This design comes from an exercise in tuning for small area on the open sky130 flow, not from production work.
In this exercise RTL edits were held to simulation tests only and were not proved equivalent to the original.
Power is estimated from default activity; no workload was simulated.

// main
module main(
    input  clk,
    input  reset_n,
    input  [3:0] usr_btn,
    input [3:0] usr_sw,
    output [11:0] player_x,
    output [11:0] player_y,
    output [11:0] computer_x,
    output [11:0] computer_y,
    output [11:0] ball_x,
    output [11:0] ball_y,
    output reg [2:0] player_score,
    output reg [2:0] computer_score,
    output reg [1:0] state
    );
==> flow/config.mk <==
export PLATFORM = sky130hd
export DESIGN_NAME = main
export DESIGN_NICKNAME = main
export VERILOG_FILES = /design/flow/design.v
export SDC_FILE = /design/flow/constraint.sdc
export NUM_CORES = 4
export LEC_CHECK = 0
export CAP_MARGIN = 20
export CORE_MARGIN = 2
export CORE_UTILIZATION = 80
export CTS_BUF_LIST = sky130_fd_sc_hd__clkbuf_8
export CTS_CLUSTER_DIAMETER = 50
export CTS_CLUSTER_SIZE = 16
export SLEW_MARGIN = 20
==> flow/constraint.sdc <==
create_clock -name core_clock -period 10.0 [get_ports {clk}]
set_input_delay 2.0000 -clock core_clock [delete_from_list [all_inputs] [get_ports {clk}]]
set_output_delay 2.0000 -clock core_clock [all_outputs]
set_load 0.01 [all_outputs]
standard.sh (not shown) runs the stock make flow with config.mk's settings and CLKGATE_MAP_FILE= SYNTH_SCRIPT=/design/flow/synth_recipe.tcl, a recipe that flattens the netlist after the stock synthesis.
==> flow/flow/run.sh <==
#!/bin/bash
# Layout flow: the standard ORFS flow (standard.sh) with these changes:
#  - synthesis maps the logic with an area-oriented ABC script (flow/abc_area.script);
#    everything before ABC, and so every register, is as in the standard synthesis
#  - the port buffers that placement adds are the smallest buffer, buf_1
#  - clock tree synthesis inserts no dummy loads (clock buffers, clustering as in config.mk)
set -euo pipefail
here=$(pwd)
rm -rf "$here/scripts"
cp -r "$FLOW_HOME/scripts" "$here/scripts"
cp "$here/flow/abc_area.script" "$here/scripts/abc_area.script"
export SCRIPTS_DIR="$here/scripts"
export ABC_AREA=1
export BUFFER_PORTS_ARGS="-buffer_cell sky130_fd_sc_hd__buf_1"
export CTS_ARGS="-sink_clustering_enable -repair_clock_nets -dont_use_dummy_load -sink_clustering_size 18 -sink_clustering_max_diameter 50 -buf_list sky130_fd_sc_hd__clkbuf_8"
bash standard.sh > "$here/standard.log" 2>&1
==> flow/flow/abc_area.script <==
strash
&get -n
&deepsyn -T 60
&put
dch -f
amap
topo
stime -c
The first run completed with no timing, DRC or antenna violations.
Then changed:
--- a/flow/flow/run.sh
+++ b/flow/flow/run.sh
@@ -14,3 +14,3 @@
 export BUFFER_PORTS_ARGS="-buffer_cell sky130_fd_sc_hd__buf_1"
-export CTS_ARGS="-sink_clustering_enable -repair_clock_nets -dont_use_dummy_load -sink_clustering_size 18 -sink_clustering_max_diameter 50 -buf_list sky130_fd_sc_hd__clkbuf_8"
+export CTS_ARGS="-sink_clustering_enable -repair_clock_nets -dont_use_dummy_load -sink_clustering_size 20 -sink_clustering_max_diameter 40 -buf_list sky130_fd_sc_hd__clkbuf_8"
 bash standard.sh > "$here/standard.log" 2>&1
CORE_UTILIZATION = 75   (was 80)
CTS_CLUSTER_SIZE = 25   (was 16)
Area after synthesis stays the same; final cell count came out higher slightly; worst setup slack gets worse by 0.030 ns; combinational power drops slightly; total power came out higher by a few percent; die area rose by a few percent; synthesized cell count is unchanged; non-clock buffer count grows by 1; clock power went up by roughly a tenth.
Then changed:
--- a/flow/flow/run.sh
+++ b/flow/flow/run.sh
@@ -14,3 +14,3 @@
 export BUFFER_PORTS_ARGS="-buffer_cell sky130_fd_sc_hd__buf_1"
-export CTS_ARGS="-sink_clustering_enable -repair_clock_nets -dont_use_dummy_load -sink_clustering_size 20 -sink_clustering_max_diameter 40 -buf_list sky130_fd_sc_hd__clkbuf_8"
+export CTS_ARGS="-sink_clustering_enable -repair_clock_nets -dont_use_dummy_load -sink_clustering_size 16 -sink_clustering_max_diameter 50 -buf_list sky130_fd_sc_hd__clkbuf_8"
 bash standard.sh > "$here/standard.log" 2>&1
CORE_UTILIZATION = 85   (was 75)
CTS_CLUSTER_SIZE = 16   (was 25)
Flip-flop and latch count does not change.
Clock power goes down by about a fifth.
Clock-buffer cell count goes down by 11.
Cell count goes down by a few percent.
Die area goes down by roughly a tenth.
Cell area goes down slightly.
Via count goes up by a few percent.
Then changed:
CORE_UTILIZATION = 75   (was 85)
CTS_CLUSTER_SIZE = 25   (was 16)
The new run completed with no timing, DRC or antenna violations. Final cell count came out higher by 2.7%. Count of clock-buffer cells in the layout goes up by 2. Sequential power stays flat. Area after synthesis stays the same. Routed wire length came out lower by 9.3%. Power went down by 0.51%. Combinational power drops by 4.1%. Clock skew fell by 0.012 ns. Cell area came out higher by 0.58%. Flip-flop and latch count stays the same.
Then changed:
--- a/flow/flow/run.sh
+++ b/flow/flow/run.sh
@@ -14,3 +14,3 @@
 export BUFFER_PORTS_ARGS="-buffer_cell sky130_fd_sc_hd__buf_1"
-export CTS_ARGS="-sink_clustering_enable -repair_clock_nets -dont_use_dummy_load -sink_clustering_size 16 -sink_clustering_max_diameter 50 -buf_list sky130_fd_sc_hd__clkbuf_8"
+export CTS_ARGS="-sink_clustering_enable -repair_clock_nets -dont_use_dummy_load -sink_clustering_size 30 -sink_clustering_max_diameter 60 -buf_list sky130_fd_sc_hd__clkbuf_16"
 bash standard.sh > "$here/standard.log" 2>&1
CORE_UTILIZATION = 85   (was 75)
CTS_CLUSTER_SIZE = 16   (was 25)
- The changed run completed without violations
- worst setup slack loses 0.11 ns
- hold slack got worse by 0.011 ns
- cell count decreases by 3.1%

main again, from the RTL that the note above started with.
Settings: LEC_CHECK=0, CAP_MARGIN=20, CORE_MARGIN=2, CORE_UTILIZATION=85, CTS_BUF_LIST=sky130_fd_sc_hd__clkbuf_8, CTS_CLUSTER_DIAMETER=50, CTS_CLUSTER_SIZE=16, SLEW_MARGIN=20; clock period 10.0 ns.
==> flow/flow/run.sh <==
#!/bin/bash
# Layout flow: the standard ORFS flow (standard.sh) with these changes:
#  - synthesis maps the logic with an area-oriented ABC script (flow/abc_area.script);
#    everything before ABC, and so every register, is as in the standard synthesis
#  - the port buffers that placement adds are the smallest buffer, buf_1
#  - clock tree synthesis inserts no dummy loads (clock buffers, clustering as in config.mk)
set -euo pipefail
here=$(pwd)
rm -rf "$here/scripts"
cp -r "$FLOW_HOME/scripts" "$here/scripts"
cp "$here/flow/abc_area.script" "$here/scripts/abc_area.script"
export SCRIPTS_DIR="$here/scripts"
export ABC_AREA=1
export BUFFER_PORTS_ARGS="-buffer_cell sky130_fd_sc_hd__buf_1"
export CTS_ARGS="-sink_clustering_enable -repair_clock_nets -dont_use_dummy_load -sink_clustering_size 10 -sink_clustering_max_diameter 35 -buf_list sky130_fd_sc_hd__clkbuf_4"
bash standard.sh > "$here/standard.log" 2>&1
Scripts as last shown in full above: flow/flow/abc_area.script
Then changed:
--- a/flow/flow/run.sh
+++ b/flow/flow/run.sh
@@ -15 +15 @@
-export CTS_ARGS="-sink_clustering_enable -repair_clock_nets -dont_use_dummy_load -sink_clustering_size 10 -sink_clustering_max_diameter 35 -buf_list sky130_fd_sc_hd__clkbuf_4"
+export CTS_ARGS="-sink_clustering_enable -repair_clock_nets -dont_use_dummy_load -sink_clustering_size 16 -sink_clustering_max_diameter 50 -buf_list sky130_fd_sc_hd__clkbuf_8"
- CORE_UTILIZATION: 85 -> 75
Combinational power went down by 5.1%.
Final cell count went up by 1.7%.
Global-route usage went down by 6.6 points.
Fmax went up by 1.6%.
Power went up by 0.32%.
Count of clock-buffer cells in the layout went down by 14.
Setup slack is better by 0.15 ns.

Another version of the RTL of main (not shown whole).
For scale: about 300 flip-flops.
Settings: LEC_CHECK=0, CAP_MARGIN=20, CORE_MARGIN=2, CORE_UTILIZATION=75, CTS_BUF_LIST=sky130_fd_sc_hd__clkbuf_8, CTS_CLUSTER_DIAMETER=50, CTS_CLUSTER_SIZE=25, SLEW_MARGIN=20; clock period 10.0 ns.
run.sh (not shown) runs the stock make flow with config.mk's settings and CLKGATE_MAP_FILE= SYNTH_SCRIPT=/design/flow/synth_recipe.tcl, a recipe that flattens the netlist after the stock synthesis.
Stock flow here: none of the scripts above is used.
Change:
==> flow/flow/run.sh (new file) <==
#!/bin/bash
# Layout flow: the standard ORFS flow (standard.sh) with these changes:
#  - synthesis maps the logic with an area-oriented ABC script (flow/abc_area.script);
#    everything before ABC, and so every register, is as in the standard synthesis
#  - the port buffers that placement adds are the smallest buffer, buf_1
#  - clock tree synthesis inserts no dummy loads (clock buffers, clustering as in config.mk)
set -euo pipefail
here=$(pwd)
rm -rf "$here/scripts"
cp -r "$FLOW_HOME/scripts" "$here/scripts"
cp "$here/flow/abc_area.script" "$here/scripts/abc_area.script"
export SCRIPTS_DIR="$here/scripts"
export ABC_AREA=1
export BUFFER_PORTS_ARGS="-buffer_cell sky130_fd_sc_hd__buf_1"
export CTS_ARGS="-sink_clustering_enable -repair_clock_nets -dont_use_dummy_load -sink_clustering_size 25 -sink_clustering_max_diameter 50 -buf_list sky130_fd_sc_hd__clkbuf_8"
bash standard.sh > "$here/standard.log" 2>&1
==> flow/flow/abc_area.script (new file) <==
strash
&get -n
&deepsyn -T 60
&put
dch -f
amap
topo
stime -c
==> flow/standard.sh (new file) <==
#!/bin/bash
# synth_recipe.tcl (not shown) runs the flow's synth.tcl, then flattens the netlist and writes it again
# the make line also repeats each setting of config.mk as NAME=value (left out here)
make -C /OpenROAD-flow-scripts/flow DESIGN_CONFIG=/design/flow/config.mk WORK_HOME=/design/flow/orfs CLKGATE_MAP_FILE= SYNTH_SCRIPT=/design/flow/synth_recipe.tcl "${@:-finish}"
removed: flow/run.sh
=>
- global-route usage falls by 1.1 points
- synthesized area falls by 4.5%
- fmax rises by 1.5%
- design area falls by 7.9%
- die area falls by 4.4%
- clock power falls by 27%
- clock-buffer cell count falls by 2
- power falls by 15%

Another version of the RTL of main (not shown whole).
Size: ~290 flip-flops, ~90 I/O pins, ~15000 um^2 of cells after synthesis.
export LEC_CHECK = 0
export CAP_MARGIN = 20
export CORE_MARGIN = 2
export CORE_UTILIZATION = 85
export CTS_BUF_LIST = sky130_fd_sc_hd__clkbuf_8
export CTS_CLUSTER_DIAMETER = 50
export CTS_CLUSTER_SIZE = 16
export SLEW_MARGIN = 20
create_clock -name core_clock -period 10.0 [get_ports {clk}]
standard.sh (not shown) runs the stock make flow with config.mk's settings and CLKGATE_MAP_FILE= SYNTH_SCRIPT=/design/flow/synth_recipe.tcl, a recipe that flattens the netlist after the stock synthesis.
==> flow/flow/run.sh <==
#!/bin/bash
# Layout flow: the standard ORFS flow (standard.sh) with these changes:
#  - synthesis maps the logic with an area-oriented ABC script (flow/abc_area.script);
#    everything before ABC, and so every register, is as in the standard synthesis
#  - the port buffers that placement adds are the smallest buffer, buf_1
#  - clock tree synthesis inserts no dummy loads (clock buffers, clustering as in config.mk)
set -euo pipefail
here=$(pwd)
rm -rf "$here/scripts"
cp -r "$FLOW_HOME/scripts" "$here/scripts"
cp "$here/flow/abc_area.script" "$here/scripts/abc_area.script"
export SCRIPTS_DIR="$here/scripts"
export ABC_AREA=1
export BUFFER_PORTS_ARGS="-buffer_cell sky130_fd_sc_hd__buf_1"
export SKIP_REPAIR_TIE_FANOUT=1
export CTS_ARGS="-sink_clustering_enable -repair_clock_nets -dont_use_dummy_load -sink_clustering_size 10 -sink_clustering_max_diameter 35 -buf_list sky130_fd_sc_hd__clkbuf_4"
bash standard.sh > "$here/standard.log" 2>&1
==> flow/flow/abc_area.script <==
strash
&get -n
&deepsyn -T 60
&put
dch -f
amap
strash
dch -f
amap
topo
stime -c
The first run produced a clean layout.
Change:
--- a/flow/flow/run.sh
+++ b/flow/flow/run.sh
@@ -14,3 +14,2 @@
 export BUFFER_PORTS_ARGS="-buffer_cell sky130_fd_sc_hd__buf_1"
-export SKIP_REPAIR_TIE_FANOUT=1
 export CTS_ARGS="-sink_clustering_enable -repair_clock_nets -dont_use_dummy_load -sink_clustering_size 10 -sink_clustering_max_diameter 35 -buf_list sky130_fd_sc_hd__clkbuf_4"
- CTS_BUF_LIST: sky130_fd_sc_hd__clkbuf_8 -> sky130_fd_sc_hd__clkbuf_4
- CTS_CLUSTER_DIAMETER: 50 -> 35
- CTS_CLUSTER_SIZE: 16 -> 10
Via count falls by 0.87%; count of clock-buffer cells in the layout falls by 1; global-route usage shrinks by 1.2 points; setup slack improves by 0.067 ns; non-clock buffer count is unchanged; first-iteration DRC count is lower by 26%; power goes down by 1.9%.
Change:
==> flow/flow/run.sh (replaced) <==
#!/bin/bash
# Layout flow: the standard ORFS flow (standard.sh) with these changes:
#  - synthesis leaves the adders to ABC (no separate full/half-adder cell mapping) and
#    maps the logic with an area-oriented ABC script (flow/abc_area.script); only the
#    combinational mapping differs from the standard synthesis, so every register is as there
#  - the port buffers that placement adds are the smallest buffer, buf_1
#  - clock tree synthesis inserts no dummy loads (clock buffers, clustering as in config.mk)
#  - the constant outputs share one tie cell instead of one tie cell each
set -euo pipefail
here=$(pwd)
rm -rf "$here/scripts"
cp -r "$FLOW_HOME/scripts" "$here/scripts"
cp "$here/flow/abc_area.script" "$here/scripts/abc_area.script"
export SCRIPTS_DIR="$here/scripts"
export ABC_AREA=1
export ADDER_MAP_FILE=
export BUFFER_PORTS_ARGS="-buffer_cell sky130_fd_sc_hd__buf_1"
export SKIP_REPAIR_TIE_FANOUT=1
export CTS_ARGS="-sink_clustering_enable -repair_clock_nets -dont_use_dummy_load -sink_clustering_size 10 -sink_clustering_max_diameter 35 -buf_list sky130_fd_sc_hd__clkbuf_4"
bash standard.sh > "$here/standard.log" 2>&1
Effect: The changed run died in global placement without I/O, error GPL-0301. Synthesized area came out lower by 5.1%. Synthesized cell count came out higher by 42%.

re-timing with driven ports:
The results above use ideal ports. As a check the final layouts listed here were re-extracted and re-timed, cells and wires unchanged. Step 1, drivers: a clkbuf_16 drives clk and a buf_2 each remaining input, both assumed. Step 2 moves the port delays by t, midway between the first and last clock arrival at a register: inputs arrive t later, outputs are due t later. That takes back most of the time a late clock gives input paths. Three values: ideal ports, drivers, drivers and shift; two values: the first two.
run | t, ns | setup slack, ns | hold slack, ns | clock arrival spread, ns | pins driven straight from the clock port
the first run of note 1 | 0.614 | 0.476 / 0.476 / 0.476 | 0.448 / 0.448 / 0.448 | 0.078 / 0.078 | 1
the second run of note 1 | 0.553 | 0.447 / 0.447 / 0.447 | 0.441 / 0.441 / 0.441 | 0.058 / 0.057 | 1
the third run of note 1 | 0.602 | 0.408 / 0.408 / 0.408 | 0.433 / 0.433 / 0.433 | 0.046 / 0.046 | 1
the fourth run of note 1 | 0.599 | 0.488 / 0.488 / 0.488 | 0.441 / 0.441 / 0.441 | 0.034 / 0.034 | 1
the fifth run of note 1 | 0.538 | 0.376 / 0.376 / 0.376 | 0.430 / 0.430 / 0.430 | 0.050 / 0.050 | 1
the first run of note 2 | 0.681 | 0.339 / 0.339 / 0.339 | 0.431 / 0.431 / 0.431 | 0.080 / 0.080 | 1
the second run of note 2 | 0.599 | 0.488 / 0.488 / 0.488 | 0.441 / 0.441 / 0.441 | 0.034 / 0.034 | 1
the first run of note 3 | 0.663 | 0.412 / 0.412 / 0.383 | 0.426 / 0.426 / 0.426 | 0.027 / 0.027 | 1
the second run of note 3 | 0.627 | 0.558 / 0.558 / 0.558 | 0.425 / 0.425 / 0.425 | 0.059 / 0.059 | 1
the first run of note 4 | 0.695 | 0.276 / 0.276 / 0.276 | 0.429 / 0.429 / 0.429 | 0.072 / 0.072 | 1
the second run of note 4 | 0.684 | 0.344 / 0.344 / 0.344 | 0.426 / 0.426 / 0.426 | 0.071 / 0.071 | 1
After both steps setup and hold are still met in every run listed. For the first run of note 3, which loses most, drivers alone change the setup slack by 0.000 ns; drivers and shift together by -0.029 ns.
